Background: an optimization exercise with open tools, aiming at a short achievable clock period and few clock cycles. Do not read the settings as production practice.
RTL that was checked went through simulation tests only; none was proved equivalent to the original.
No activity file was given, so power comes from the tool's default toggle rates.

Design MIPS_Pipe, start of the top module:
module MIPS_Pipe (
    input  clk, reset,
    input  [31:0] imem_rdata,
    input  [31:0] dmem_rdata,
    output [31:0] imem_addr,
    output [31:0] dmem_addr,
    output [31:0] dmem_wdata,
    output dmem_we
);
==> flow/config.mk <==
export PLATFORM = sky130hd
export DESIGN_NAME = MIPS_Pipe
export DESIGN_NICKNAME = MIPS_Pipe
export VERILOG_FILES = /design/flow/design.v
export SDC_FILE = /design/flow/constraint.sdc
export NUM_CORES = 8
export LEC_CHECK = 0
export CAP_MARGIN = 20
export CORE_MARGIN = 2
export CORE_UTILIZATION = 50
export CTS_CLUSTER_DIAMETER = 60
export CTS_CLUSTER_SIZE = 15
export SLEW_MARGIN = 20
export SYNTH_HIERARCHICAL = 1
==> flow/constraint.sdc <==
create_clock -name core_clock -period 12.0 [get_ports {clk}]
set_input_delay 2.4000 -clock core_clock [delete_from_list [all_inputs] [get_ports {clk}]]
set_output_delay 2.4000 -clock core_clock [all_outputs]
set_load 0.01 [all_outputs]
standard.sh (not shown) runs the stock make flow with config.mk's settings and CLKGATE_MAP_FILE= SYNTH_SCRIPT=/design/flow/synth_recipe.tcl, a recipe that flattens the netlist after the stock synthesis.
==> flow/flow/run.sh <==
#!/bin/bash
set -euo pipefail
MARGIN=$(cat flow/setup_margin)
CTSD=$(cat flow/cts_buf_distance)
RES=orfs/results/${FLOW_PLATFORM}/MIPS_Pipe/base
bash standard.sh SETUP_SLACK_MARGIN="$MARGIN" CTS_BUF_DISTANCE="$CTSD" 3_3_place_gp > flow_make_place.log 2>&1
openroad -no_init -exit -threads "${NUM_CORES:-8}" flow/move_out_regs.tcl > flow_move_out_regs.log 2>&1
bash standard.sh SETUP_SLACK_MARGIN="$MARGIN" CTS_BUF_DISTANCE="$CTSD" > flow_make_rest.log 2>&1
==> flow/flow/cts_buf_distance <==
150
==> flow/flow/move_out_regs.tcl <==
# Move each flip-flop that drives an output port's buffer next to that buffer.
set odb orfs/results/$::env(FLOW_PLATFORM)/MIPS_Pipe/base/3_3_place_gp.odb
read_db $odb
set block [ord::get_db_block]
set core [$block getCoreArea]
set cx [expr {([$core xMin] + [$core xMax]) / 2}]
set cy [expr {([$core yMin] + [$core yMax]) / 2}]
set moved 0
foreach bt [$block getBTerms] {
  if {[$bt getIoType] ne "OUTPUT"} { continue }
  set net [$bt getNet]
  set buf ""
  foreach it [$net getITerms] { if {[$it isOutputSignal]} { set buf [$it getInst] } }
  if {$buf eq ""} { continue }
  set innet ""
  foreach it [$buf getITerms] { if {[$it isInputSignal]} { set innet [$it getNet] } }
  if {$innet eq ""} { continue }
  set ff ""
  set nload 0
  foreach it [$innet getITerms] {
    if {[$it isOutputSignal]} { set ff [$it getInst] } else { incr nload }
  }
  if {$ff eq "" || $nload != 1} { continue }
  if {![string match "*df*" [[$ff getMaster] getName]]} { continue }
  set loc [$buf getLocation]
  set x [lindex $loc 0]
  set y [lindex $loc 1]
  # a few microns from the buffer, towards the core centre
  set dx [expr {$cx > $x ? 3000 : -3000}]
  set dy [expr {$cy > $y ? 3000 : -3000}]
  $ff setLocation [expr {$x + $dx}] [expr {$y + $dy}]
  $ff setPlacementStatus PLACED
  incr moved
  puts "moved [$ff getName] next to [$buf getName] for [$bt getName]"
}
puts "moved $moved flip-flops"
write_db $odb
==> flow/flow/setup_margin <==
8.5
The starting point completed without violations.
Testbench counts at the start, summed over its fixed seeds: cycles 112,410.
Next try:
CORE_UTILIZATION = 58   (was 50)
CTS_CLUSTER_SIZE = 20   (was 15)
Synthesized cell count does not change.
Area after synthesis stays the same.
Wire length shrinks by 2.8%.
Final cell count shrinks by 4.2%.
Core utilization increases by 9.0 points.
Non-clock buffer count is lower by 56.
Final area is lower by 0.95%.
Register-to-register slack is worse by 0.14 ns.
Via count rises by 1.0%.
Next try:
CORE_UTILIZATION = 50   (was 58)
=>
- worst setup slack gets worse by 0.0036 ns
- cell count rises by 4.2%
- sequential power stays flat
- synthesized area does not change
- count of clock-buffer cells in the layout rises by 5
- sequential cell count stays the same
Next try:
CTS_CLUSTER_DIAMETER = 100   (was 60)
=>
- The new run completed with no timing, DRC or antenna violations
- cell area went down by 2.2%
- fmax climbs by about 0.7%
- final cell count came out lower by 1.0%
- total power went down by about 8%
- global-route usage shrinks by 0.27 points
- worst hold slack gets better by 0.030 ns
- routed wire length decreases by about 0.33%
- critical path depth does not change
Next try:
==> flow/flow/cts_buf_distance (replaced) <==
200
CTS_CLUSTER_DIAMETER = 60   (was 100)
Result:
- fmax decreases by 1.3%
- worst setup slack got worse by 0.050 ns
- via count increases by 0.58%
- global-route usage increases by 0.24 points
- sequential share of layout area decreases by 0.78 points

* * *

## old
MIPS_Pipe, a different RTL version from the one above (not shown whole).
clock: 12.0 ns
lec_check: 0
cap_margin: 20
core_margin: 2
core_utilization: 50
cts_cluster_diameter: 60
cts_cluster_size: 20
slew_margin: 20
synth_hierarchical: 1
==> flow/flow/cts_buf_distance <==
150
Scripts as last shown in full above: flow/flow/run.sh, flow/flow/move_out_regs.tcl, flow/flow/setup_margin
Edits applied to the flow inputs when going from old to new:
==> flow/flow/run.sh <==
#!/bin/bash
set -euo pipefail
MARGIN=$(cat flow/setup_margin)
CTSD=$(cat flow/cts_buf_distance)
RES=orfs/results/${FLOW_PLATFORM}/MIPS_Pipe/base
bash standard.sh SETUP_SLACK_MARGIN="$MARGIN" CTS_BUF_DISTANCE="$CTSD" \
    BUFFER_PORTS_ARGS="-buffer_cell sky130_fd_sc_hd__buf_4" 3_3_place_gp > flow_make_place.log 2>&1
openroad -no_init -exit -threads "${NUM_CORES:-8}" flow/move_out_regs.tcl > flow_move_out_regs.log 2>&1
bash standard.sh SETUP_SLACK_MARGIN="$MARGIN" CTS_BUF_DISTANCE="$CTSD" \
    BUFFER_PORTS_ARGS="-buffer_cell sky130_fd_sc_hd__buf_4" > flow_make_rest.log 2>&1
[summary]
The final reports for new and old show sequential share of layout area lower in the former.
new vs old — combinational group share of total power rose 0.3 points.
The lower post-placement worst setup slack came out of new.
Delta (new minus old): final area shows an increase of 940 sq um, number of antenna violations at the first check in global routing shows a reduction of 20, first-pass GRT wire length shows a reduction of 0.99%.
new ends up with higher power consumption than old does.
new has layout-stage area growth over the synthesis result above what old had.
new against old; wire length is down slightly.
The run showing the smaller worst-skew pair later-pin latency is new.
No functional check of the RTL was part of any run of this note.

* * *

run B:
Another version of the RTL of MIPS_Pipe (not shown whole).
Size in the first run: ~160 I/O pins, ~120000 sq um of cells after synthesis.
==> flow/design.v (excerpt) <==
module MIPS_Pipe (
    input  clk, reset,
    input  [31:0] imem_rdata,
    input  [31:0] dmem_rdata,
    output [31:0] imem_addr,
    output [31:0] dmem_addr,
    output [31:0] dmem_wdata,
    output dmem_we
);
clock: 12.0 ns
lec_check: 0
cap_margin: 20
core_margin: 2
core_utilization: 42
cts_cluster_diameter: 60
cts_cluster_size: 20
slew_margin: 20
synth_hierarchical: 1
==> flow/flow/run.sh <==
#!/bin/bash
set -euo pipefail
MARGIN=$(cat flow/setup_margin)
bash standard.sh SETUP_SLACK_MARGIN="$MARGIN" finish > flow_make.log 2>&1
Scripts as last shown in full above: flow/flow/setup_margin
Testbench counts of run B, summed over its fixed seeds: cycles 115,533.
Input-level comparison between run E and run B:
==> flow/flow/run.sh <==
#!/bin/bash
set -euo pipefail
MARGIN=$(cat flow/setup_margin)
RES=orfs/results/${FLOW_PLATFORM}/MIPS_Pipe/base
bash standard.sh SETUP_SLACK_MARGIN="$MARGIN" 3_3_place_gp > flow_make_place.log 2>&1
openroad -no_init -exit -threads "${NUM_CORES:-8}" flow/move_out_regs.tcl > flow_move_out_regs.log 2>&1
bash standard.sh SETUP_SLACK_MARGIN="$MARGIN" > flow_make_rest.log 2>&1
==> flow/flow/move_out_regs.tcl (new file) <==
# Move each flip-flop that drives an output port's buffer next to that buffer.
set odb orfs/results/$::env(FLOW_PLATFORM)/MIPS_Pipe/base/3_3_place_gp.odb
read_db $odb
set block [ord::get_db_block]
set core [$block getCoreArea]
set cx [expr {([$core xMin] + [$core xMax]) / 2}]
set cy [expr {([$core yMin] + [$core yMax]) / 2}]
set moved 0
foreach bt [$block getBTerms] {
  if {[$bt getIoType] ne "OUTPUT"} { continue }
  set net [$bt getNet]
  set buf ""
  foreach it [$net getITerms] { if {[$it isOutputSignal]} { set buf [$it getInst] } }
  if {$buf eq ""} { continue }
  set innet ""
  foreach it [$buf getITerms] { if {[$it isInputSignal]} { set innet [$it getNet] } }
  if {$innet eq ""} { continue }
  set ff ""
  set nload 0
  foreach it [$innet getITerms] {
    if {[$it isOutputSignal]} { set ff [$it getInst] } else { incr nload }
  }
  if {$ff eq "" || $nload != 1} { continue }
  if {![string match "*df*" [[$ff getMaster] getName]]} { continue }
  set loc [$buf getLocation]
  set x [lindex $loc 0]
  set y [lindex $loc 1]
  # a few microns from the buffer, towards the core centre
  set dx [expr {$cx > $x ? 3000 : -3000}]
  set dy [expr {$cy > $y ? 3000 : -3000}]
  $ff setLocation [expr {$x + $dx}] [expr {$y + $dy}]
  $ff setPlacementStatus PLACED
  incr moved
  puts "moved [$ff getName] next to [$buf getName] for [$bt getName]"
}
puts "moved $moved flip-flops"
write_db $odb
diff --git a/flow/config.mk b/flow/config.mk
--- a/flow/config.mk
+++ b/flow/config.mk
@@ -8,5 +8,5 @@
 export CAP_MARGIN = 20
 export CORE_MARGIN = 2
-export CORE_UTILIZATION = 42
+export CORE_UTILIZATION = 50
 export CTS_CLUSTER_DIAMETER = 60
 export CTS_CLUSTER_SIZE = 20
Results
Reported for run E and run B, synthesized cell count turned out identical to the last digit. Summary: with run B as the reference, total placed instance area in run E moved down slightly. Routed wire length improves in run E relative to run B. Compared with run B, run E shows a number of antenna violations at the first check in global routing that is 8 higher. Between run B and run E, the cell count went down. The run showing the greater effective utilization at floorplan is run E.

* * *

== run a ==
Starting RTL as in the previous note.
==> flow/config.mk <==
export PLATFORM = sky130hd
export DESIGN_NAME = MIPS_Pipe
export DESIGN_NICKNAME = MIPS_Pipe
export VERILOG_FILES = /design/flow/design.v
export SDC_FILE = /design/flow/constraint.sdc
export NUM_CORES = 8
export LEC_CHECK = 0
export CAP_MARGIN = 20
export CORE_MARGIN = 2
export CORE_UTILIZATION = 35
export CTS_CLUSTER_DIAMETER = 60
export CTS_CLUSTER_SIZE = 20
export SLEW_MARGIN = 20
export SYNTH_HIERARCHICAL = 1
==> flow/constraint.sdc <==
create_clock -name core_clock -period 12.0 [get_ports {clk}]
set_input_delay 2.4000 -clock core_clock [delete_from_list [all_inputs] [get_ports {clk}]]
set_output_delay 2.4000 -clock core_clock [all_outputs]
set_load 0.01 [all_outputs]
==> flow/flow/run.sh <==
#!/bin/bash
set -euo pipefail
MARGIN=$(cat flow/setup_margin)
bash standard.sh SETUP_SLACK_MARGIN="$MARGIN" finish > flow_make.log 2>&1
Scripts as last shown in full above: flow/flow/setup_margin
Testbench counts of run a, summed over its fixed seeds: cycles 115,533.
For run b, these inputs were changed with respect to run a:
Settings: CORE_UTILIZATION: 35 -> 42.
==> flow/flow/run.sh <==
#!/bin/bash
set -euo pipefail
MARGIN=$(cat flow/setup_margin)
RES=orfs/results/${FLOW_PLATFORM}/MIPS_Pipe/base
bash standard.sh SETUP_SLACK_MARGIN="$MARGIN" 3_3_place_gp > flow_make_place.log 2>&1
openroad -no_init -exit -threads "${NUM_CORES:-8}" flow/move_out_regs.tcl > flow_move_out_regs.log 2>&1
bash standard.sh SETUP_SLACK_MARGIN="$MARGIN" > flow_make_rest.log 2>&1
==> flow/flow/move_out_regs.tcl (new file) <==
# Move each flip-flop that drives an output port's buffer next to that buffer.
set odb orfs/results/$::env(FLOW_PLATFORM)/MIPS_Pipe/base/3_3_place_gp.odb
read_db $odb
set block [ord::get_db_block]
set core [$block getCoreArea]
set cx [expr {([$core xMin] + [$core xMax]) / 2}]
set cy [expr {([$core yMin] + [$core yMax]) / 2}]
set moved 0
foreach bt [$block getBTerms] {
  if {[$bt getIoType] ne "OUTPUT"} { continue }
  set net [$bt getNet]
  set buf ""
  foreach it [$net getITerms] { if {[$it isOutputSignal]} { set buf [$it getInst] } }
  if {$buf eq ""} { continue }
  set innet ""
  foreach it [$buf getITerms] { if {[$it isInputSignal]} { set innet [$it getNet] } }
  if {$innet eq ""} { continue }
  set ff ""
  set nload 0
  foreach it [$innet getITerms] {
    if {[$it isOutputSignal]} { set ff [$it getInst] } else { incr nload }
  }
  if {$ff eq "" || $nload != 1} { continue }
  if {![string match "*df*" [[$ff getMaster] getName]]} { continue }
  set loc [$buf getLocation]
  set x [lindex $loc 0]
  set y [lindex $loc 1]
  # a few microns from the buffer, towards the core centre
  set dx [expr {$cx > $x ? 3000 : -3000}]
  set dy [expr {$cy > $y ? 3000 : -3000}]
  $ff setLocation [expr {$x + $dx}] [expr {$y + $dy}]
  $ff setPlacementStatus PLACED
  incr moved
  puts "moved [$ff getName] next to [$buf getName] for [$bt getName]"
}
puts "moved $moved flip-flops"
write_db $odb
Results
Summary — post-layout instance count excluding filler cells, run b relative to run a: lower, by about 5.3%.
Run a and run b ended up with nearly the same net switching fraction of the power.
Compared with run a, run b shows a lower wire length on met3.
Lower placement row count goes to run b over run a.
Relative to run a, area growth from synthesis to final layout decreased by 1.4 points in run b.
Aggregate routed wire length in run b is about 1.6% below run a.
The sum of met2 wire segment lengths after detailed routing was comparable across run a and run b.
Looking at number of signal-net buffers in the layout, run b sits below run a.
Number of flip-flops and latches across run a and run b: no real change.
Minimum hold slack deteriorates in run b relative to run a.
Of run a and run b, run b shows the higher count of clock-buffer cells in the layout, with run a below it.

port drivers added, routing unchanged:
How much do the figures lean on ideal ports? The routed layouts below were timed once more, with nothing changed but the port constraints. Step 1 (the two cells are an assumption about what drives the block):
set clk [get_ports {clk}]
set_driving_cell -lib_cell sky130_fd_sc_hd__clkbuf_16 $clk
set_driving_cell -lib_cell sky130_fd_sc_hd__buf_2 [delete_from_list [all_inputs] $clk]
Step 2 also shifts input and output timing later by t, the mid clock arrival at the registers, as if the neighbouring blocks saw the same clock. Slacks: ideal ports / drivers / drivers and shift; pairs: ideal ports / drivers.
| run | shift t [ns] | slack for setup (ns) | worst register clock-pin slew, ns | worst slew at a driven data input, ns | cell pins on the clock port's net |
|---|---|---|---|---|---|
| the first run of note 1 | 0.905 | 8.280 / 8.179 / 7.483 | 0.08 / 0.08 | 0.18 | 1 |
| the second run of note 1 | 0.912 | 8.268 / 8.163 / 7.268 | 0.09 / 0.09 | 0.33 | 1 |
| the third run of note 1 | 0.928 | 8.264 / 8.156 / 7.504 | 0.09 / 0.09 | 0.18 | 1 |
| the fourth run of note 1 | 0.909 | 8.291 / 8.178 / 7.308 | 0.10 / 0.10 | 0.31 | 1 |
| the fifth run of note 1 | 0.952 | 8.242 / 8.130 / 7.475 | 0.09 / 0.09 | 0.18 | 1 |
| old | 1.066 | 8.098 / 8.043 / 7.050 | 0.09 / 0.09 | 0.28 | 1 |
| new | 1.048 | 8.049 / 7.985 / 7.215 | 0.09 / 0.09 | 0.26 | 1 |
| run B of note 3 | 0.977 | 8.026 / 7.933 / 7.319 | 0.09 / 0.09 | 0.19 | 1 |
| run E of note 3 | 0.943 | 8.205 / 8.115 / 7.275 | 0.09 / 0.09 | 0.19 | 1 |
| run a of note 4 | 1.005 | 8.009 / 7.899 / 7.345 | 0.09 / 0.09 | 0.28 | 1 |
| run b of note 4 | 0.983 | 8.162 / 8.063 / 7.367 | 0.09 / 0.09 | 0.19 | 1 |
After both steps every run listed still meets setup and hold. For old, which loses most, drivers alone change the setup slack by -0.055 ns; drivers and shift together by -1.048 ns.
